Context: an optimization exercise on an open-source flow, tuned for small area and a short achievable clock period. The choices shown serve that exercise and are no tape-out recipe. Function was not checked in any run shown here: the RTL went through the layout flow alone. No activity file was given, so power comes from the tool's default toggle rates.

## flow/design.v (module list and top-level ports; edited modules follow where they fit)
// module FIR: 2670 lines
// module fa3: 4 lines
// module ha2: 4 lines
// module hb2: 4 lines
// module xn2: 3 lines
// module or2m: 3 lines
// module xr2: 3 lines
// module an2: 3 lines
// module ao21: 3 lines
// module rz: 3 lines
// module rs: 3 lines
module FIR #
(
    parameter inbit = 11,
    parameter outbit = 23,
    parameter n=32
)
(
    input rst,
    input clk,
    input wire signed [inbit-1:0] infix,
    output reg signed [outbit-1:0] outfix
);
  // ...
==> flow/run.sh <==
#!/bin/bash
# synth_recipe.tcl (not shown) runs the flow's synth.tcl, then flattens the netlist and writes it again
# the make line also repeats each setting of config.mk as NAME=value (left out here)
make -C /OpenROAD-flow-scripts/flow DESIGN_CONFIG=/design/flow/config.mk WORK_HOME=/design/flow/orfs CLKGATE_MAP_FILE= SYNTH_SCRIPT=/design/flow/synth_recipe.tcl finish
==> flow/config.mk <==
export PLATFORM = sky130hd
export DESIGN_NAME = FIR
export DESIGN_NICKNAME = FIR
export VERILOG_FILES = /design/flow/design.v
export SDC_FILE = /design/flow/constraint.sdc
export NUM_CORES = 4
export LEC_CHECK = 0
export CAP_MARGIN = 20
export CORE_MARGIN = 2
export CORE_UTILIZATION = 40
export CTS_BUF_LIST = sky130_fd_sc_hd__clkbuf_16
export CTS_CLUSTER_DIAMETER = 100
export CTS_CLUSTER_SIZE = 25
export SETUP_SLACK_MARGIN = 2.1
export SLEW_MARGIN = 20
export SYNTH_HIERARCHICAL = 1
==> flow/constraint.sdc <==
create_clock -name core_clock -period 4.2 [get_ports {clk}]
set_input_delay 0.8400 -clock core_clock [delete_from_list [all_inputs] [get_ports {clk}]]
set_output_delay 0.8400 -clock core_clock [all_outputs]
set_load 0.01 [all_outputs]
==> flow_summary.toml, run 1 <==
[timing]
fin_crit_ns = 2.24
worst_hold_slack_ns = 0.368

[synthesis]
synth.area.mux_share_pct = 0
synth_seq_area_share_pct = 46.3
syn-cell-area_sq_mm = 0.0298

[drt]
post_drt_wl_per_cell_um = 18.1

[critical_path]
path_delay_family = "adder cells"
crit_fanout = 4
regToRegSetupSlack_ns = 1.99
cp.arrival_ns = 2.74

[layout]
nFlopsAndLatches = 690
final_cells = 3301
fin_area_sq_mm = 0.0333
finish.net_count = 2910
buffers = 94
multi_input_area_share_pct = 48.3
largest_register_ffs = 20
multi_input_gates = 1486
seq_area_sq_mm = 0.0142

[run_status]
status = "complete, no violations"

[grt]
grt_pass1_vias = 17800

[pwr]
pg_comb_w = 0.00374
power_leakage_nw = 13.0
pg_seq_w = 0.00761

[worst_hold_path]
min_from = "A6_1_0$_DFF_P_"

[floorplanning]
rows = 100
==> inputs of run 2 (changes only) <==
--- a/flow/design.v
+++ b/flow/design.v
@@ -1888,165 +1888,246 @@
   wire kp48;
   wire kg49;
   wire kp50;
   wire kg51;
   wire kp52;
   wire kg53;
   wire kp54;
   wire kg55;
-  wire kg56;
-  wire kp57;
-  wire kg58;
-  wire kp59;
-  wire kg60;
-  wire kp61;
-  wire kg62;
-  wire kp63;
-  wire kg64;
-  wire kp65;
-  wire kg66;
+  wire kp56;
+  wire kg57;
+  wire kp58;
+  wire kg59;
+  wire kp60;
+  wire kg61;
+  wire kp62;
+  wire kg63;
+  wire kp64;
+  wire kg65;
+  wire kp66;
   wire kp67;
   wire kg68;
   wire kp69;
   wire kg70;
   wire kp71;
   wire kg72;
   wire kg73;
-  wire kg74;
-  wire kp75;
-  wire kg76;
-  wire kp77;
-  wire kg78;
-  wire kp79;
-  wire kg80;
-  wire kp81;
-  wire kg82;
+  wire kp74;
+  wire kg75;
+  wire kp76;
+  wire kg77;
+  wire kp78;
+  wire kg79;
+  wire kp80;
+  wire kg81;
+  wire kp82;
   wire kg83;
-  wire kg84;
+  wire kp84;
   wire kg85;
-  wire kg86;
+  wire kp86;
   wire kg87;
-  wire kg88;
+  wire kp88;
   wire kg89;
-  wire kg90;
+  wire kp90;
   wire kg91;
-  wire kg92;
+  wire kp92;
   wire kg93;
-  wire kg94;
+  wire kp94;
   wire kg95;
-  wire kg96;
+  wire kp96;
   wire kg97;
-  wire ks98;
-  wire ks99;
-  wire ks100;
-  wire ks101;
-  wire ks102;
-  wire ks103;
-  wire ks104;
-  wire ks105;
-  wire ks106;
-  wire ks107;
-  wire ks108;
-  wire ks109;
-  wire ks110;
-  wire ks111;
-  wire ks112;
-  wire ks113;
-  wire ks114;
-  wire ks115;
-  wire ks116;
-  assign fsum[0] = kx1;
-  assign fsum[1] = ks98;
-  assign fsum[2] = ks99;
-  assign fsum[3] = ks100;
-  assign fsum[4] = ks101;
-  assign fsum[5] = ks102;
-  assign fsum[6] = ks103;
-  assign fsum[7] = ks104;
-  assign fsum[8] = ks105;
-  assign fsum[9] = ks106;
-  assign fsum[10] = ks107;
-  assign fsum[11] = ks108;
-  assign fsum[12] = ks109;
-  assign fsum[13] = ks110;
-  assign fsum[14] = ks111;
-  assign fsum[15] = ks112;
-  assign fsum[16] = ks113;
-  assign fsum[17] = ks114;
-  assign fsum[18] = ks115;
-  assign fsum[19] = ks116;
-  wire kx117;
-  wire kg118;
-  wire kx119;
-  wire kg120;
-  wire kx121;
-  wire kg122;
-  wire kx123;
-  wire kg124;
-  wire kx125;
-  wire kg126;
-  wire kx127;
-  wire kg128;
-  wire kx129;
-  wire kg130;
-  wire kx131;
+  wire kp98;
+  wire kg99;
+  wire kp100;
+  wire kg101;
+  wire kp102;
+  wire kg103;
+  wire kp104;
+  wire kg105;
+  wire kg106;
+  wire kg107;
+  wire kp108;
+  wire kg109;
+  wire kp110;
+  wire kg111;
+  wire kp112;
+  wire kg113;
+  wire kp114;
+  wire kg115;
+  wire kp116;
+  wire kg117;
+  wire kp118;
+  wire kg119;
+  wire kp120;
+  wire kg121;
+  wire kp122;
+  wire kg123;
+  wire kp124;
+  wire kg125;
+  wire kp126;
+  wire kg127;
+  wire kp128;
+  wire kg129;
+  wire kp130;
+  wire kg131;
   wire kg132;
-  wire kx133;
+  wire kg133;
   wire kg134;
-  wire kx135;
-  wire kg136;
-  wire kx137;
-  wire kg138;
+  wire kg135;
+  wire kp136;
+  wire kg137;
+  wire kp138;
   wire kg139;
   wire kp140;
   wire kg141;
   wire kp142;
   wire kg143;
-  wire kp144;
+  wire kg144;
   wire kg145;
-  wire kp146;
+  wire kg146;
   wire kg147;
   wire kg148;
-  wire kp149;
+  wire kg149;
   wire kg150;
-  wire kp151;
+  wire kg151;
   wire kg152;
-  wire kp153;
+  wire kg153;
   wire kg154;
-  wire kg155;
-  wire kg156;
-  wire kg157;
-  wire kg158;
-  wire kg159;
-  wire kg160;
-  wire kg161;
-  wire kg162;
+  wire ks155;
+  wire ks156;
+  wire ks157;
+  wire ks158;
+  wire ks159;
+  wire ks160;
+  wire ks161;
+  wire ks162;
   wire ks163;
   wire ks164;
   wire ks165;
   wire ks166;
   wire ks167;
   wire ks168;
   wire ks169;
   wire ks170;
   wire ks171;
   wire ks172;
-  assign v0[0] = kx117;
-  assign v0[1] = ks163;
-  assign v0[2] = ks164;
-  assign v0[3] = ks165;
-  assign v0[4] = ks166;
-  assign v0[5] = ks167;
-  assign v0[6] = ks168;
-  assign v0[7] = ks169;
-  assign v0[8] = ks170;
-  assign v0[9] = ks171;
-  assign v0[10] = ks172;
-  assign v0[11] = kg160;
+  wire ks173;
+  assign fsum[0] = kx1;
+  assign fsum[1] = ks155;
+  assign fsum[2] = ks156;
+  assign fsum[3] = ks157;
+  assign fsum[4] = ks158;
+  assign fsum[5] = ks159;
+  assign fsum[6] = ks160;
+  assign fsum[7] = ks161;
+  assign fsum[8] = ks162;
+  assign fsum[9] = ks163;
+  assign fsum[10] = ks164;
+  assign fsum[11] = ks165;
+  assign fsum[12] = ks166;
+  assign fsum[13] = ks167;
+  assign fsum[14] = ks168;
+  assign fsum[15] = ks169;
+  assign fsum[16] = ks170;
+  assign fsum[17] = ks171;
+  assign fsum[18] = ks172;
+  assign fsum[19] = ks173;
+  wire kx174;
+  wire kg175;
+  wire kx176;
+  wire kg177;
+  wire kx178;
+  wire kg179;
+  wire kx180;
+  wire kg181;
+  wire kx182;
+  wire kg183;
+  wire kx184;
+  wire kg185;
+  wire kx186;
+  wire kg187;
+  wire kx188;
+  wire kg189;
+  wire kx190;
+  wire kg191;
+  wire kx192;
+  wire kg193;
+  wire kx194;
+  wire kg195;
+  wire kg196;
+  wire kp197;
+  wire kg198;
+  wire kp199;
+  wire kg200;
+  wire kp201;
+  wire kg202;
+  wire kp203;
+  wire kg204;
+  wire kp205;
+  wire kg206;
+  wire kp207;
+  wire kg208;
+  wire kp209;
+  wire kg210;
+  wire kp211;
+  wire kg212;
+  wire kp213;
+  wire kg214;
+  wire kg215;
+  wire kp216;
+  wire kg217;
+  wire kp218;
+  wire kg219;
+  wire kp220;
+  wire kg221;
+  wire kp222;
+  wire kg223;
+  wire kp224;
+  wire kg225;
+  wire kp226;
+  wire kg227;
+  wire kp228;
+  wire kg229;
+  wire kg230;
+  wire kg231;
+  wire kp232;
+  wire kg233;
+  wire kp234;
+  wire kg235;
+  wire kp236;
+  wire kg237;
+  wire kg238;
+  wire kg239;
+  wire kg240;
+  wire kg241;
+  wire kg242;
+  wire kg243;
+  wire ks244;
+  wire ks245;
+  wire ks246;
+  wire ks247;
+  wire ks248;
+  wire ks249;
+  wire ks250;
+  wire ks251;
+  wire ks252;
+  wire ks253;
+  assign v0[0] = kx174;
+  assign v0[1] = ks244;
+  assign v0[2] = ks245;
+  assign v0[3] = ks246;
+  assign v0[4] = ks247;
+  assign v0[5] = ks248;
+  assign v0[6] = ks249;
+  assign v0[7] = ks250;
+  assign v0[8] = ks251;
+  assign v0[9] = ks252;
+  assign v0[10] = ks253;
+  assign v0[11] = kg241;
   xr2 m1 (.a(A0_0_0), .b(A0_0_1), .y(kx1));
   an2 m2 (.a(A0_0_0), .b(A0_0_1), .y(kg2));
   xr2 m3 (.a(A0_1_0), .b(A0_1_1), .y(kx3));
   an2 m4 (.a(A0_1_0), .b(A0_1_1), .y(kg4));
   xr2 m5 (.a(A0_2_0), .b(A0_2_1), .y(kx5));
   an2 m6 (.a(A0_2_0), .b(A0_2_1), .y(kg6));
   xr2 m7 (.a(A0_4_0), .b(A0_4_1), .y(kx7));
   an2 m8 (.a(A0_4_0), .b(A0_4_1), .y(kg8));
@@ -2075,150 +2156,231 @@
   xr2 m31 (.a(A0_16_0), .b(A0_16_1), .y(kx31));
   an2 m32 (.a(A0_16_0), .b(A0_16_1), .y(kg32));
   xr2 m33 (.a(A0_17_0), .b(A0_17_1), .y(kx33));
   an2 m34 (.a(A0_17_0), .b(A0_17_1), .y(kg34));
   xr2 m35 (.a(A0_18_0), .b(A0_18_1), .y(kx35));
   an2 m36 (.a(A0_18_0), .b(A0_18_1), .y(kg36));
   an2 m37 (.a(A0_19_0), .b(kg36), .y(kg37));
   an2 m38 (.a(A0_19_0), .b(kx35), .y(kp38));
-  ao21 m39 (.a(kx33), .b(kg32), .c(kg34), .y(kg39));
-  an2 m40 (.a(kx33), .b(kx31), .y(kp40));
-  ao21 m41 (.a(kx29), .b(kg28), .c(kg30), .y(kg41));
-  an2 m42 (.a(kx29), .b(kx27), .y(kp42));
-  ao21 m43 (.a(kx25), .b(kg24), .c(kg26), .y(kg43));
-  an2 m44 (.a(kx25), .b(kx23), .y(kp44));
-  ao21 m45 (.a(kx21), .b(kg20), .c(kg22), .y(kg45));
-  an2 m46 (.a(kx21), .b(kx19), .y(kp46));
-  ao21 m47 (.a(kx17), .b(kg16), .c(kg18), .y(kg47));
-  an2 m48 (.a(kx17), .b(kx15), .y(kp48));
-  ao21 m49 (.a(kx13), .b(kg12), .c(kg14), .y(kg49));
-  an2 m50 (.a(kx13), .b(kx11), .y(kp50));
-  ao21 m51 (.a(kx9), .b(kg8), .c(kg10), .y(kg51));
-  an2 m52 (.a(kx9), .b(kx7), .y(kp52));
-  an2 m53 (.a(A0_3_0), .b(kg6), .y(kg53));
-  an2 m54 (.a(A0_3_0), .b(kx5), .y(kp54));
-  ao21 m55 (.a(kx3), .b(kg2), .c(kg4), .y(kg55));
-  ao21 m56 (.a(kp38), .b(kg39), .c(kg37), .y(kg56));
-  an2 m57 (.a(kp38), .b(kp40), .y(kp57));
-  ao21 m58 (.a(kx35), .b(kg39), .c(kg36), .y(kg58));
-  an2 m59 (.a(kx35), .b(kp40), .y(kp59));
-  ao21 m60 (.a(kp42), .b(kg43), .c(kg41), .y(kg60));
-  an2 m61 (.a(kp42), .b(kp44), .y(kp61));
-  ao21 m62 (.a(kx27), .b(kg43), .c(kg28), .y(kg62));
-  an2 m63 (.a(kx27), .b(kp44), .y(kp63));
-  ao21 m64 (.a(kp46), .b(kg47), .c(kg45), .y(kg64));
-  an2 m65 (.a(kp46), .b(kp48), .y(kp65));
-  ao21 m66 (.a(kx19), .b(kg47), .c(kg20), .y(kg66));
-  an2 m67 (.a(kx19), .b(kp48), .y(kp67));
-  ao21 m68 (.a(kp50), .b(kg51), .c(kg49), .y(kg68));
-  an2 m69 (.a(kp50), .b(kp52), .y(kp69));
-  ao21 m70 (.a(kx11), .b(kg51), .c(kg12), .y(kg70));
-  an2 m71 (.a(kx11), .b(kp52), .y(kp71));
-  ao21 m72 (.a(kp54), .b(kg55), .c(kg53), .y(kg72));
-  ao21 m73 (.a(kx5), .b(kg55), .c(kg6), .y(kg73));
-  ao21 m74 (.a(kp61), .b(kg64), .c(kg60), .y(kg74));
-  an2 m75 (.a(kp61), .b(kp65), .y(kp75));
-  ao21 m76 (.a(kp63), .b(kg64), .c(kg62), .y(kg76));
-  an2 m77 (.a(kp63), .b(kp65), .y(kp77));
-  ao21 m78 (.a(kp44), .b(kg64), .c(kg43), .y(kg78));
-  an2 m79 (.a(kp44), .b(kp65), .y(kp79));
-  ao21 m80 (.a(kx23), .b(kg64), .c(kg24), .y(kg80));
-  an2 m81 (.a(kx23), .b(kp65), .y(kp81));
-  ao21 m82 (.a(kp69), .b(kg72), .c(kg68), .y(kg82));
-  ao21 m83 (.a(kp71), .b(kg72), .c(kg70), .y(kg83));
-  ao21 m84 (.a(kp52), .b(kg72), .c(kg51), .y(kg84));
-  ao21 m85 (.a(kx7), .b(kg72), .c(kg8), .y(kg85));
-  ao21 m86 (.a(kp75), .b(kg82), .c(kg74), .y(kg86));
-  ao21 m87 (.a(kp77), .b(kg82), .c(kg76), .y(kg87));
-  ao21 m88 (.a(kp79), .b(kg82), .c(kg78), .y(kg88));
-  ao21 m89 (.a(kp81), .b(kg82), .c(kg80), .y(kg89));
-  ao21 m90 (.a(kp65), .b(kg82), .c(kg64), .y(kg90));
-  ao21 m91 (.a(kp67), .b(kg82), .c(kg66), .y(kg91));
-  ao21 m92 (.a(kp48), .b(kg82), .c(kg47), .y(kg92));
-  ao21 m93 (.a(kx15), .b(kg82), .c(kg16), .y(kg93));
-  ao21 m94 (.a(kp57), .b(kg86), .c(kg56), .y(kg94));
-  ao21 m95 (.a(kp59), .b(kg86), .c(kg58), .y(kg95));
-  ao21 m96 (.a(kp40), .b(kg86), .c(kg39), .y(kg96));
-  ao21 m97 (.a(kx31), .b(kg86), .c(kg32), .y(kg97));
-  xr2 m98 (.a(kx3), .b(kg2), .y(ks98));
-  xr2 m99 (.a(kx5), .b(kg55), .y(ks99));
-  xr2 m100 (.a(A0_3_0), .b(kg73), .y(ks100));
-  xr2 m101 (.a(kx7), .b(kg72), .y(ks101));
-  xr2 m102 (.a(kx9), .b(kg85), .y(ks102));
-  xr2 m103 (.a(kx11), .b(kg84), .y(ks103));
-  xr2 m104 (.a(kx13), .b(kg83), .y(ks104));
-  xr2 m105 (.a(kx15), .b(kg82), .y(ks105));
-  xr2 m106 (.a(kx17), .b(kg93), .y(ks106));
-  xr2 m107 (.a(kx19), .b(kg92), .y(ks107));
-  xr2 m108 (.a(kx21), .b(kg91), .y(ks108));
-  xr2 m109 (.a(kx23), .b(kg90), .y(ks109));
-  xr2 m110 (.a(kx25), .b(kg89), .y(ks110));
-  xr2 m111 (.a(kx27), .b(kg88), .y(ks111));
-  xr2 m112 (.a(kx29), .b(kg87), .y(ks112));
-  xr2 m113 (.a(kx31), .b(kg86), .y(ks113));
-  xr2 m114 (.a(kx33), .b(kg97), .y(ks114));
-  xr2 m115 (.a(kx35), .b(kg96), .y(ks115));
-  xr2 m116 (.a(A0_19_0), .b(kg95), .y(ks116));
-  xr2 m117 (.a(wi[0]), .b(X[0]), .y(kx117));
-  an2 m118 (.a(wi[0]), .b(X[0]), .y(kg118));
-  xr2 m119 (.a(wi[1]), .b(X[1]), .y(kx119));
-  an2 m120 (.a(wi[1]), .b(X[1]), .y(kg120));
-  xr2 m121 (.a(wi[2]), .b(X[2]), .y(kx121));
-  an2 m122 (.a(wi[2]), .b(X[2]), .y(kg122));
-  xr2 m123 (.a(wi[3]), .b(X[3]), .y(kx123));
-  an2 m124 (.a(wi[3]), .b(X[3]), .y(kg124));
-  xr2 m125 (.a(wi[4]), .b(X[4]), .y(kx125));
-  an2 m126 (.a(wi[4]), .b(X[4]), .y(kg126));
-  xr2 m127 (.a(wi[5]), .b(X[5]), .y(kx127));
-  an2 m128 (.a(wi[5]), .b(X[5]), .y(kg128));
-  xr2 m129 (.a(wi[6]), .b(X[6]), .y(kx129));
-  an2 m130 (.a(wi[6]), .b(X[6]), .y(kg130));
-  xr2 m131 (.a(wi[7]), .b(X[7]), .y(kx131));
-  an2 m132 (.a(wi[7]), .b(X[7]), .y(kg132));
-  xr2 m133 (.a(wi[8]), .b(X[8]), .y(kx133));
-  an2 m134 (.a(wi[8]), .b(X[8]), .y(kg134));
-  xr2 m135 (.a(wi[9]), .b(X[9]), .y(kx135));
-  an2 m136 (.a(wi[9]), .b(X[9]), .y(kg136));
-  xr2 m137 (.a(wi[10]), .b(X[10]), .y(kx137));
-  an2 m138 (.a(wi[10]), .b(X[10]), .y(kg138));
-  ao21 m139 (.a(kx135), .b(kg134), .c(kg136), .y(kg139));
-  an2 m140 (.a(kx135), .b(kx133), .y(kp140));
-  ao21 m141 (.a(kx131), .b(kg130), .c(kg132), .y(kg141));
-  an2 m142 (.a(kx131), .b(kx129), .y(kp142));
-  ao21 m143 (.a(kx127), .b(kg126), .c(kg128), .y(kg143));
-  an2 m144 (.a(kx127), .b(kx125), .y(kp144));
-  ao21 m145 (.a(kx123), .b(kg122), .c(kg124), .y(kg145));
-  an2 m146 (.a(kx123), .b(kx121), .y(kp146));
-  ao21 m147 (.a(kx119), .b(kg118), .c(kg120), .y(kg147));
-  ao21 m148 (.a(kx137), .b(kg139), .c(kg138), .y(kg148));
-  an2 m149 (.a(kx137), .b(kp140), .y(kp149));
-  ao21 m150 (.a(kp142), .b(kg143), .c(kg141), .y(kg150));
-  an2 m151 (.a(kp142), .b(kp144), .y(kp151));
-  ao21 m152 (.a(kx129), .b(kg143), .c(kg130), .y(kg152));
-  an2 m153 (.a(kx129), .b(kp144), .y(kp153));
-  ao21 m154 (.a(kp146), .b(kg147), .c(kg145), .y(kg154));
-  ao21 m155 (.a(kx121), .b(kg147), .c(kg122), .y(kg155));
-  ao21 m156 (.a(kp151), .b(kg154), .c(kg150), .y(kg156));
-  ao21 m157 (.a(kp153), .b(kg154), .c(kg152), .y(kg157));
-  ao21 m158 (.a(kp144), .b(kg154), .c(kg143), .y(kg158));
-  ao21 m159 (.a(kx125), .b(kg154), .c(kg126), .y(kg159));
-  ao21 m160 (.a(kp149), .b(kg156), .c(kg148), .y(kg160));
-  ao21 m161 (.a(kp140), .b(kg156), .c(kg139), .y(kg161));
-  ao21 m162 (.a(kx133), .b(kg156), .c(kg134), .y(kg162));
-  xr2 m163 (.a(kx119), .b(kg118), .y(ks163));
-  xr2 m164 (.a(kx121), .b(kg147), .y(ks164));
-  xr2 m165 (.a(kx123), .b(kg155), .y(ks165));
-  xr2 m166 (.a(kx125), .b(kg154), .y(ks166));
-  xr2 m167 (.a(kx127), .b(kg159), .y(ks167));
-  xr2 m168 (.a(kx129), .b(kg158), .y(ks168));
-  xr2 m169 (.a(kx131), .b(kg157), .y(ks169));
-  xr2 m170 (.a(kx133), .b(kg156), .y(ks170));
-  xr2 m171 (.a(kx135), .b(kg162), .y(ks171));
-  xr2 m172 (.a(kx137), .b(kg161), .y(ks172));
+  ao21 m39 (.a(kx35), .b(kg34), .c(kg36), .y(kg39));
+  an2 m40 (.a(kx35), .b(kx33), .y(kp40));
+  ao21 m41 (.a(kx33), .b(kg32), .c(kg34), .y(kg41));
+  an2 m42 (.a(kx33), .b(kx31), .y(kp42));
+  ao21 m43 (.a(kx31), .b(kg30), .c(kg32), .y(kg43));
+  an2 m44 (.a(kx31), .b(kx29), .y(kp44));
+  ao21 m45 (.a(kx29), .b(kg28), .c(kg30), .y(kg45));
+  an2 m46 (.a(kx29), .b(kx27), .y(kp46));
+  ao21 m47 (.a(kx27), .b(kg26), .c(kg28), .y(kg47));
+  an2 m48 (.a(kx27), .b(kx25), .y(kp48));
+  ao21 m49 (.a(kx25), .b(kg24), .c(kg26), .y(kg49));
+  an2 m50 (.a(kx25), .b(kx23), .y(kp50));
+  ao21 m51 (.a(kx23), .b(kg22), .c(kg24), .y(kg51));
+  an2 m52 (.a(kx23), .b(kx21), .y(kp52));
+  ao21 m53 (.a(kx21), .b(kg20), .c(kg22), .y(kg53));
+  an2 m54 (.a(kx21), .b(kx19), .y(kp54));
+  ao21 m55 (.a(kx19), .b(kg18), .c(kg20), .y(kg55));
+  an2 m56 (.a(kx19), .b(kx17), .y(kp56));
+  ao21 m57 (.a(kx17), .b(kg16), .c(kg18), .y(kg57));
+  an2 m58 (.a(kx17), .b(kx15), .y(kp58));
+  ao21 m59 (.a(kx15), .b(kg14), .c(kg16), .y(kg59));
+  an2 m60 (.a(kx15), .b(kx13), .y(kp60));
+  ao21 m61 (.a(kx13), .b(kg12), .c(kg14), .y(kg61));
+  an2 m62 (.a(kx13), .b(kx11), .y(kp62));
+  ao21 m63 (.a(kx11), .b(kg10), .c(kg12), .y(kg63));
+  an2 m64 (.a(kx11), .b(kx9), .y(kp64));
+  ao21 m65 (.a(kx9), .b(kg8), .c(kg10), .y(kg65));
+  an2 m66 (.a(kx9), .b(kx7), .y(kp66));
+  an2 m67 (.a(kx7), .b(A0_3_0), .y(kp67));
+  an2 m68 (.a(A0_3_0), .b(kg6), .y(kg68));
+  an2 m69 (.a(A0_3_0), .b(kx5), .y(kp69));
+  ao21 m70 (.a(kx5), .b(kg4), .c(kg6), .y(kg70));
+  an2 m71 (.a(kx5), .b(kx3), .y(kp71));
+  ao21 m72 (.a(kx3), .b(kg2), .c(kg4), .y(kg72));
+  ao21 m73 (.a(kp38), .b(kg41), .c(kg37), .y(kg73));
+  an2 m74 (.a(kp38), .b(kp42), .y(kp74));
+  ao21 m75 (.a(kp40), .b(kg43), .c(kg39), .y(kg75));
+  an2 m76 (.a(kp40), .b(kp44), .y(kp76));
+  ao21 m77 (.a(kp42), .b(kg45), .c(kg41), .y(kg77));
+  an2 m78 (.a(kp42), .b(kp46), .y(kp78));
+  ao21 m79 (.a(kp44), .b(kg47), .c(kg43), .y(kg79));
+  an2 m80 (.a(kp44), .b(kp48), .y(kp80));
+  ao21 m81 (.a(kp46), .b(kg49), .c(kg45), .y(kg81));
+  an2 m82 (.a(kp46), .b(kp50), .y(kp82));
+  ao21 m83 (.a(kp48), .b(kg51), .c(kg47), .y(kg83));
+  an2 m84 (.a(kp48), .b(kp52), .y(kp84));
+  ao21 m85 (.a(kp50), .b(kg53), .c(kg49), .y(kg85));
+  an2 m86 (.a(kp50), .b(kp54), .y(kp86));
+  ao21 m87 (.a(kp52), .b(kg55), .c(kg51), .y(kg87));
+  an2 m88 (.a(kp52), .b(kp56), .y(kp88));
+  ao21 m89 (.a(kp54), .b(kg57), .c(kg53), .y(kg89));
+  an2 m90 (.a(kp54), .b(kp58), .y(kp90));
+  ao21 m91 (.a(kp56), .b(kg59), .c(kg55), .y(kg91));
+  an2 m92 (.a(kp56), .b(kp60), .y(kp92));
+  ao21 m93 (.a(kp58), .b(kg61), .c(kg57), .y(kg93));
+  an2 m94 (.a(kp58), .b(kp62), .y(kp94));
+  ao21 m95 (.a(kp60), .b(kg63), .c(kg59), .y(kg95));
+  an2 m96 (.a(kp60), .b(kp64), .y(kp96));
+  ao21 m97 (.a(kp62), .b(kg65), .c(kg61), .y(kg97));
+  an2 m98 (.a(kp62), .b(kp66), .y(kp98));
+  ao21 m99 (.a(kp64), .b(kg8), .c(kg63), .y(kg99));
+  an2 m100 (.a(kp64), .b(kp67), .y(kp100));
+  ao21 m101 (.a(kp66), .b(kg68), .c(kg65), .y(kg101));
+  an2 m102 (.a(kp66), .b(kp69), .y(kp102));
+  ao21 m103 (.a(kp67), .b(kg70), .c(kg8), .y(kg103));
+  an2 m104 (.a(kp67), .b(kp71), .y(kp104));
+  ao21 m105 (.a(kp69), .b(kg72), .c(kg68), .y(kg105));
+  ao21 m106 (.a(kp71), .b(kg2), .c(kg70), .y(kg106));
+  ao21 m107 (.a(kp74), .b(kg81), .c(kg73), .y(kg107));
+  an2 m108 (.a(kp74), .b(kp82), .y(kp108));
+  ao21 m109 (.a(kp76), .b(kg83), .c(kg75), .y(kg109));
+  an2 m110 (.a(kp76), .b(kp84), .y(kp110));
+  ao21 m111 (.a(kp78), .b(kg85), .c(kg77), .y(kg111));
+  an2 m112 (.a(kp78), .b(kp86), .y(kp112));
+  ao21 m113 (.a(kp80), .b(kg87), .c(kg79), .y(kg113));
+  an2 m114 (.a(kp80), .b(kp88), .y(kp114));
+  ao21 m115 (.a(kp82), .b(kg89), .c(kg81), .y(kg115));
+  an2 m116 (.a(kp82), .b(kp90), .y(kp116));
+  ao21 m117 (.a(kp84), .b(kg91), .c(kg83), .y(kg117));
+  an2 m118 (.a(kp84), .b(kp92), .y(kp118));
+  ao21 m119 (.a(kp86), .b(kg93), .c(kg85), .y(kg119));
+  an2 m120 (.a(kp86), .b(kp94), .y(kp120));
+  ao21 m121 (.a(kp88), .b(kg95), .c(kg87), .y(kg121));
+  an2 m122 (.a(kp88), .b(kp96), .y(kp122));
+  ao21 m123 (.a(kp90), .b(kg97), .c(kg89), .y(kg123));
+  an2 m124 (.a(kp90), .b(kp98), .y(kp124));
+  ao21 m125 (.a(kp92), .b(kg99), .c(kg91), .y(kg125));
+  an2 m126 (.a(kp92), .b(kp100), .y(kp126));
+  ao21 m127 (.a(kp94), .b(kg101), .c(kg93), .y(kg127));
+  an2 m128 (.a(kp94), .b(kp102), .y(kp128));
+  ao21 m129 (.a(kp96), .b(kg103), .c(kg95), .y(kg129));
+  an2 m130 (.a(kp96), .b(kp104), .y(kp130));
+  ao21 m131 (.a(kp98), .b(kg105), .c(kg97), .y(kg131));
+  ao21 m132 (.a(kp100), .b(kg106), .c(kg99), .y(kg132));
+  ao21 m133 (.a(kp102), .b(kg72), .c(kg101), .y(kg133));
+  ao21 m134 (.a(kp104), .b(kg2), .c(kg103), .y(kg134));
+  ao21 m135 (.a(kp108), .b(kg123), .c(kg107), .y(kg135));
+  an2 m136 (.a(kp108), .b(kp124), .y(kp136));
+  ao21 m137 (.a(kp110), .b(kg125), .c(kg109), .y(kg137));
+  an2 m138 (.a(kp110), .b(kp126), .y(kp138));
+  ao21 m139 (.a(kp112), .b(kg127), .c(kg111), .y(kg139));
+  an2 m140 (.a(kp112), .b(kp128), .y(kp140));
+  ao21 m141 (.a(kp114), .b(kg129), .c(kg113), .y(kg141));
+  an2 m142 (.a(kp114), .b(kp130), .y(kp142));
+  ao21 m143 (.a(kp116), .b(kg131), .c(kg115), .y(kg143));
+  ao21 m144 (.a(kp118), .b(kg132), .c(kg117), .y(kg144));
+  ao21 m145 (.a(kp120), .b(kg133), .c(kg119), .y(kg145));
+  ao21 m146 (.a(kp122), .b(kg134), .c(kg121), .y(kg146));
+  ao21 m147 (.a(kp124), .b(kg105), .c(kg123), .y(kg147));
+  ao21 m148 (.a(kp126), .b(kg106), .c(kg125), .y(kg148));
+  ao21 m149 (.a(kp128), .b(kg72), .c(kg127), .y(kg149));
+  ao21 m150 (.a(kp130), .b(kg2), .c(kg129), .y(kg150));
+  ao21 m151 (.a(kp136), .b(kg105), .c(kg135), .y(kg151));
+  ao21 m152 (.a(kp138), .b(kg106), .c(kg137), .y(kg152));
+  ao21 m153 (.a(kp140), .b(kg72), .c(kg139), .y(kg153));
+  ao21 m154 (.a(kp142), .b(kg2), .c(kg141), .y(kg154));
+  xr2 m155 (.a(kx3), .b(kg2), .y(ks155));
+  xr2 m156 (.a(kx5), .b(kg72), .y(ks156));
+  xr2 m157 (.a(A0_3_0), .b(kg106), .y(ks157));
+  xr2 m158 (.a(kx7), .b(kg105), .y(ks158));
+  xr2 m159 (.a(kx9), .b(kg134), .y(ks159));
+  xr2 m160 (.a(kx11), .b(kg133), .y(ks160));
+  xr2 m161 (.a(kx13), .b(kg132), .y(ks161));
+  xr2 m162 (.a(kx15), .b(kg131), .y(ks162));
+  xr2 m163 (.a(kx17), .b(kg150), .y(ks163));
+  xr2 m164 (.a(kx19), .b(kg149), .y(ks164));
+  xr2 m165 (.a(kx21), .b(kg148), .y(ks165));
+  xr2 m166 (.a(kx23), .b(kg147), .y(ks166));
+  xr2 m167 (.a(kx25), .b(kg146), .y(ks167));
+  xr2 m168 (.a(kx27), .b(kg145), .y(ks168));
+  xr2 m169 (.a(kx29), .b(kg144), .y(ks169));
+  xr2 m170 (.a(kx31), .b(kg143), .y(ks170));
+  xr2 m171 (.a(kx33), .b(kg154), .y(ks171));
+  xr2 m172 (.a(kx35), .b(kg153), .y(ks172));
+  xr2 m173 (.a(A0_19_0), .b(kg152), .y(ks173));
+  xr2 m174 (.a(wi[0]), .b(X[0]), .y(kx174));
+  an2 m175 (.a(wi[0]), .b(X[0]), .y(kg175));
+  xr2 m176 (.a(wi[1]), .b(X[1]), .y(kx176));
+  an2 m177 (.a(wi[1]), .b(X[1]), .y(kg177));
+  xr2 m178 (.a(wi[2]), .b(X[2]), .y(kx178));
+  an2 m179 (.a(wi[2]), .b(X[2]), .y(kg179));
+  xr2 m180 (.a(wi[3]), .b(X[3]), .y(kx180));
+  an2 m181 (.a(wi[3]), .b(X[3]), .y(kg181));
+  xr2 m182 (.a(wi[4]), .b(X[4]), .y(kx182));
+  an2 m183 (.a(wi[4]), .b(X[4]), .y(kg183));
+  xr2 m184 (.a(wi[5]), .b(X[5]), .y(kx184));
+  an2 m185 (.a(wi[5]), .b(X[5]), .y(kg185));
+  xr2 m186 (.a(wi[6]), .b(X[6]), .y(kx186));
+  an2 m187 (.a(wi[6]), .b(X[6]), .y(kg187));
+  xr2 m188 (.a(wi[7]), .b(X[7]), .y(kx188));
+  an2 m189 (.a(wi[7]), .b(X[7]), .y(kg189));
+  xr2 m190 (.a(wi[8]), .b(X[8]), .y(kx190));
+  an2 m191 (.a(wi[8]), .b(X[8]), .y(kg191));
+  xr2 m192 (.a(wi[9]), .b(X[9]), .y(kx192));
+  an2 m193 (.a(wi[9]), .b(X[9]), .y(kg193));
+  xr2 m194 (.a(wi[10]), .b(X[10]), .y(kx194));
+  an2 m195 (.a(wi[10]), .b(X[10]), .y(kg195));
+  ao21 m196 (.a(kx194), .b(kg193), .c(kg195), .y(kg196));
+  an2 m197 (.a(kx194), .b(kx192), .y(kp197));
+  ao21 m198 (.a(kx192), .b(kg191), .c(kg193), .y(kg198));
+  an2 m199 (.a(kx192), .b(kx190), .y(kp199));
+  ao21 m200 (.a(kx190), .b(kg189), .c(kg191), .y(kg200));
+  an2 m201 (.a(kx190), .b(kx188), .y(kp201));
+  ao21 m202 (.a(kx188), .b(kg187), .c(kg189), .y(kg202));
+  an2 m203 (.a(kx188), .b(kx186), .y(kp203));
+  ao21 m204 (.a(kx186), .b(kg185), .c(kg187), .y(kg204));
+  an2 m205 (.a(kx186), .b(kx184), .y(kp205));
+  ao21 m206 (.a(kx184), .b(kg183), .c(kg185), .y(kg206));
+  an2 m207 (.a(kx184), .b(kx182), .y(kp207));
+  ao21 m208 (.a(kx182), .b(kg181), .c(kg183), .y(kg208));
+  an2 m209 (.a(kx182), .b(kx180), .y(kp209));
+  ao21 m210 (.a(kx180), .b(kg179), .c(kg181), .y(kg210));
+  an2 m211 (.a(kx180), .b(kx178), .y(kp211));
+  ao21 m212 (.a(kx178), .b(kg177), .c(kg179), .y(kg212));
+  an2 m213 (.a(kx178), .b(kx176), .y(kp213));
+  ao21 m214 (.a(kx176), .b(kg175), .c(kg177), .y(kg214));
+  ao21 m215 (.a(kp197), .b(kg200), .c(kg196), .y(kg215));
+  an2 m216 (.a(kp197), .b(kp201), .y(kp216));
+  ao21 m217 (.a(kp199), .b(kg202), .c(kg198), .y(kg217));
+  an2 m218 (.a(kp199), .b(kp203), .y(kp218));
+  ao21 m219 (.a(kp201), .b(kg204), .c(kg200), .y(kg219));
+  an2 m220 (.a(kp201), .b(kp205), .y(kp220));
+  ao21 m221 (.a(kp203), .b(kg206), .c(kg202), .y(kg221));
+  an2 m222 (.a(kp203), .b(kp207), .y(kp222));
+  ao21 m223 (.a(kp205), .b(kg208), .c(kg204), .y(kg223));
+  an2 m224 (.a(kp205), .b(kp209), .y(kp224));
+  ao21 m225 (.a(kp207), .b(kg210), .c(kg206), .y(kg225));
+  an2 m226 (.a(kp207), .b(kp211), .y(kp226));
+  ao21 m227 (.a(kp209), .b(kg212), .c(kg208), .y(kg227));
+  an2 m228 (.a(kp209), .b(kp213), .y(kp228));
+  ao21 m229 (.a(kp211), .b(kg214), .c(kg210), .y(kg229));
+  ao21 m230 (.a(kp213), .b(kg175), .c(kg212), .y(kg230));
+  ao21 m231 (.a(kp216), .b(kg223), .c(kg215), .y(kg231));
+  an2 m232 (.a(kp216), .b(kp224), .y(kp232));
+  ao21 m233 (.a(kp218), .b(kg225), .c(kg217), .y(kg233));
+  an2 m234 (.a(kp218), .b(kp226), .y(kp234));
+  ao21 m235 (.a(kp220), .b(kg227), .c(kg219), .y(kg235));
+  an2 m236 (.a(kp220), .b(kp228), .y(kp236));
+  ao21 m237 (.a(kp222), .b(kg229), .c(kg221), .y(kg237));
+  ao21 m238 (.a(kp224), .b(kg230), .c(kg223), .y(kg238));
+  ao21 m239 (.a(kp226), .b(kg214), .c(kg225), .y(kg239));
+  ao21 m240 (.a(kp228), .b(kg175), .c(kg227), .y(kg240));
+  ao21 m241 (.a(kp232), .b(kg230), .c(kg231), .y(kg241));
+  ao21 m242 (.a(kp234), .b(kg214), .c(kg233), .y(kg242));
+  ao21 m243 (.a(kp236), .b(kg175), .c(kg235), .y(kg243));
+  xr2 m244 (.a(kx176), .b(kg175), .y(ks244));
+  xr2 m245 (.a(kx178), .b(kg214), .y(ks245));
+  xr2 m246 (.a(kx180), .b(kg230), .y(ks246));
+  xr2 m247 (.a(kx182), .b(kg229), .y(ks247));
+  xr2 m248 (.a(kx184), .b(kg240), .y(ks248));
+  xr2 m249 (.a(kx186), .b(kg239), .y(ks249));
+  xr2 m250 (.a(kx188), .b(kg238), .y(ks250));
+  xr2 m251 (.a(kx190), .b(kg237), .y(ks251));
+  xr2 m252 (.a(kx192), .b(kg243), .y(ks252));
+  xr2 m253 (.a(kx194), .b(kg242), .y(ks253));
   always @(posedge clk) begin
     X <= {wi[10] | rst, wi[9:0] & {10{rstn}}};
     U0 <= {v0[11] | rst, v0[10:0] & {11{rstn}}};
     U1 <= {dU1_11, dU1_10, dU1_9, dU1_8, dU1_7, dU1_6, dU1_5, dU1_4, dU1_3, dU1_2, dU1_1, dU1_0};
     U2 <= {dU2_11, dU2_10, dU2_9, dU2_8, dU2_7, dU2_6, dU2_5, dU2_4, dU2_3, dU2_2, dU2_1, dU2_0};
     U3 <= {dU3_11, dU3_10, dU3_9, dU3_8, dU3_7, dU3_6, dU3_5, dU3_4, dU3_3, dU3_2, dU3_1, dU3_0};
     U4 <= {dU4_11, dU4_10, dU4_9, dU4_8, dU4_7, dU4_6, dU4_5, dU4_4, dU4_3, dU4_2, dU4_1, dU4_0};
     U5 <= {dU5_11, dU5_10, dU5_9, dU5_8, dU5_7, dU5_6, dU5_5, dU5_4, dU5_3, dU5_2, dU5_1, dU5_0};
==> run 2 against run 1 <==
Against the previous run: still clean; cell area grew 2.3%; core utilization grew 0.19 points; wire length grew 5.2%; power grew 5.1%; critical path depth shrank 1; area after synthesis grew 1.8%; setup slack gained 0.033 ns; clock power grew 6.1%; clock-buffer cell count grew 4; register-to-register slack is essentially flat; via count grew 4.7%; global-route usage grew 0.39 points; critical endpoint is now A0_11_1$_SDFF_PP1_; largest cell class unchanged; highest routed layer unchanged.
==> flow_summary.toml, run 2 <==
[synthesis]
synth_edf_count = 0
ys_warn_count = 7
ys.flop_type = "dfxtp_1"
async_flop_share_pct = 0
ys_types = 20
synth.most_common_cell = "dfxtp_1"
postSynthAreaPerCell_sq_um = 13.2
ys_seq_elements = 690
synth_seq_area_share_pct = 45.5
syn_inst = 2300
synth_top_cell_area_share_pct = 45.5
ys_top_cells_by_count = "690 x dfxtp_1, 532 x fa_1, 274 x nand2_1"
syn-cell-area_sq_mm = 0.0304
synth_top_area_cell = "dfxtp_1"
synth_area_leaders = "dfxtp_1 45%, fa_1 35%, nand2_1 3.4%"

[cts]
clk_path_buf_depth = 3
cts_hold_buf = 0
path_clk_slew_ns = 0.10
cts_tree = "built"
clock_tree.root_cell = "clkbuf_16"
cts-htree-levels = 2
clkLatencyLatePin_ns = 0.59
cts_buffers = 34
cts_sinks = 690

[pwr]
swShare_pct = 29.7
pwr-share-comb_pct = 27.2
p_int_w = 0.0109
p_clk_share_pct = 23.5
powerDensity_mw_per_mm2 = 457
vdd_drop_max_mv = 0.252
power_leakage_nw = 13.5
p_sw_w = 0.00462
share_seq_of_total_power_pct = 49.2

[critical_path]
cp.arrival_ns = 2.68
cp.required_ns = 4.67
rr_startpoint = "U4[9]$_DFF_P_"
crit_path_cell_trace = "fa_1, fa_2, fa_2, or2_4"
critPathBufInv = 0
critPathKind = "register to register"
max_stage_delay_ns = 0.57
cp-start-kind = "register"
crit_top_cell = "fa_2"
crit_fanout = 3
regToRegSetupSlack_ns = 1.99
cp_slowest_cell = "fa_2"
crit_path_end_kind = "register"
path_delay_family = "adder cells"
cp-startpoint = "U4[9]$_DFF_P_"

[timing]
rsz0062_at_grt = "true"
fin_tns_setup_ns = 0
final.setup.worst_slack_ns = 1.99
max_freq_ghz = 0.453
finalCritPeriodShare_pct = 52.6
hold_viol = 0
fin_crit_ns = 2.21
clock_skew_ns = 0.0398
tightest_slew_ns = 0.715
slew_headroom_pct = 52.3
finalSetupViolCount = 0
slew_viol_final = 0

[layout]
synthToLayoutAreaGrowth_pct = 12.2
final_cells = 3403
drive_above_1_share_pct = 17.3
final_common_cell = "dfxtp_1"
finish.net_count = 2999
multiInputGateArea_sq_mm = 0.0167
regMostFlops = "outfix"
final_core_util_pct = 45.1
layout_common_cells = "559 x dfxtp_1, 432 x fa_1, 274 x nand2_1"
largest_register_ffs = 20
nFillCells = 6804
seq_area_sq_mm = 0.0141
num_antenna_cells = 0

[drt]
first_iter_violations = 759
firstDrtPassIters = 5
drc = 0
ant_nets = 0
avgViaCountPerCell = 4.68
drt_wl_total_um = 62800
post_drt_wl_per_cell_um = 18.5
via_count = 15900

[placement]
portBuffers = 35
place_ws_ns = 1.09
hpwl_um = 46300
place_inst = 3301
gp_congestion = 0.797

[grt]
grt_overflow_total = 0
antenna_found_initial = 0
grt_pass1_wl_um = 102000
grt_util_all_layers_pct = 17.1
grt_max_degree = 95
grt_pass1_vias = 18300

[floorplanning]
core_area_sq_mm = 0.0756
die_h_um = 280
die_area_sq_mm = 0.0782
rows = 101
num_io_pins = 36
fp.dieW_um = 280
start_util_pct = 40.2

[run_status]
status = "complete, no violations"

[worst_hold_path]
min_from = "A6_1_1$_DFF_P_"
hp-class = "register to register"

[flow_run]
cap_violations = 0
-- run 2: cell types whose count changed after synthesis --
cell / previous run / this run
a21o_1: 53 / 91
and2_1: 56 / 95
-- run 2: metrics by stage --
stage,total power [W],hold slack [ns],area (sq um)
2_1_floorplan,0.0109,0.343,30500
3_3_place_gp,0.0120,0.348,32000
3_5_place_dp,0.0121,0.347,32000
4_1_cts,0.0157,0.373,33600
5_1_grt,0.0167,0.380,34100
6_report,0.0156,0.367,34100
-- run 2: worst paths after layout --
| path | cells after the start | endpoint |
|---|---|---|
| setup / recovery | 4 | A0_11_1$_SDFF_PP1_ |
| hold / removal | 1 | A5_1_1$_DFF_P_ |
| setup reg to reg | 4 | A0_11_1$_SDFF_PP1_ |
| hold reg to reg | 1 | A5_1_1$_DFF_P_ |
-- run 2: what timing repair did --
item | CTS | global route
pin swaps | 20 | 77
setup endpoints to repair | 220 | 119
gates resized for setup | 243 | 108
buffers inserted | 37 | 23
-- run 2: modules after synthesis, one instance, submodules excluded, a selection --
module | cells inside | times used | cell area (sq um) | flops+latches
FIR | 910 | 1 | 15100 | 690
an2 | 1 | 95 | 6.26 | 0
ao21 | 1 | 91 | 7.51 | 0
fa3 | 1 | 532 | 20.0 | 0
or2m | 1 | 26 | 6.26 | 0
rs | 1 | 274 | 3.75 | 0
rz | 1 | 251 | 3.75 | 0
xn2 | 1 | 30 | 8.76 | 0
xr2 | 1 | 62 | 8.76 | 0
-- run 2: routing by layer --
layer	global-route usage [%]	vias up	wire length, um	part of all wire, %
li1	-	7268	-	-
met1	23.3	8392	28300	45
met2	29.2	186	31400	50
met3	2.30	70	1890	3.0
met4	3.85	0	1230	2.0
met5	0	-	0	0
-- run 2: power by group through the flow --
| stage | Clock, W | Combinational (W) | Sequential, W |
|---|---|---|---|
| floorplan | 0 | 0.00316 | 0.00775 |
| detailed placement | 0 | 0.00426 | 0.00785 |
| global placement | 0 | 0.00417 | 0.00784 |
| global route | 0.00403 | 0.00495 | 0.00776 |
| CTS | 0.00380 | 0.00426 | 0.00767 |
| finish | 0.00366 | 0.00424 | 0.00766 |
-- run 2: final cells by class --
type                       count  share of cell area [%]
clock buffer                  35                    2.57
timing repair buffer         103                    2.80
tap                          978                    3.59
inverter                      27                   0.352
clock inverter                 7                   0.239
multi-input combinational   1563                    48.9
sequential                   690                    41.5
-- run 2: cells by family (layout without fill, tap and decap cells) --
| kind of cell | after synthesis | after routing | share of synthesized area (%) |
|---|---|---|---|
| AND/OR/NAND/NOR | 811 | 811 | 12.4 |
| adder cells (fa/ha/maj) | 567 | 567 | 36.5 |
| XOR/XNOR | 92 | 92 | 2.65 |
| buffers and inverters | 48 | 172 | 0.737 |
| flip-flops | 690 | 690 | 45.5 |
| AO/OA/AOI/OAI | 91 | 91 | 2.25 |
| other | 1 | 2 | 0.0123 |
-- run 2: worst register-to-register path, stage by stage, from the launching register on --
cell	delay (ns)
dfxtp_4	0.38
fa_1	0.49
fa_2	0.57
fa_2	0.43
or2_4	0.23

## re-timing with driven ports
No port has a modelled driver above. Below, the same layouts with a new extraction and two added sets of constraints.
Step 1, drivers: a clkbuf_16 drives clk and a buf_2 each remaining input, both assumed.
Step 2, shift: input delay + t, output delay - t, t = (earliest + latest rising clock arrival at the registers) / 2. This alone moves slack from input paths to output paths.
a / b / c = ideal ports / drivers / drivers and shift; a / b = the first two.
run	shift t [ns]	slack for setup (ns)	worst setup path at the end
run 1	0.665	1.959 / 1.991 / 1.337	input to register
run 2	0.629	1.992 / 1.992 / 1.387	input to register
After both steps setup and hold are still met in every run listed. For run 1, which loses most, drivers alone change the setup slack by +0.032 ns; drivers and shift together by -0.622 ns.
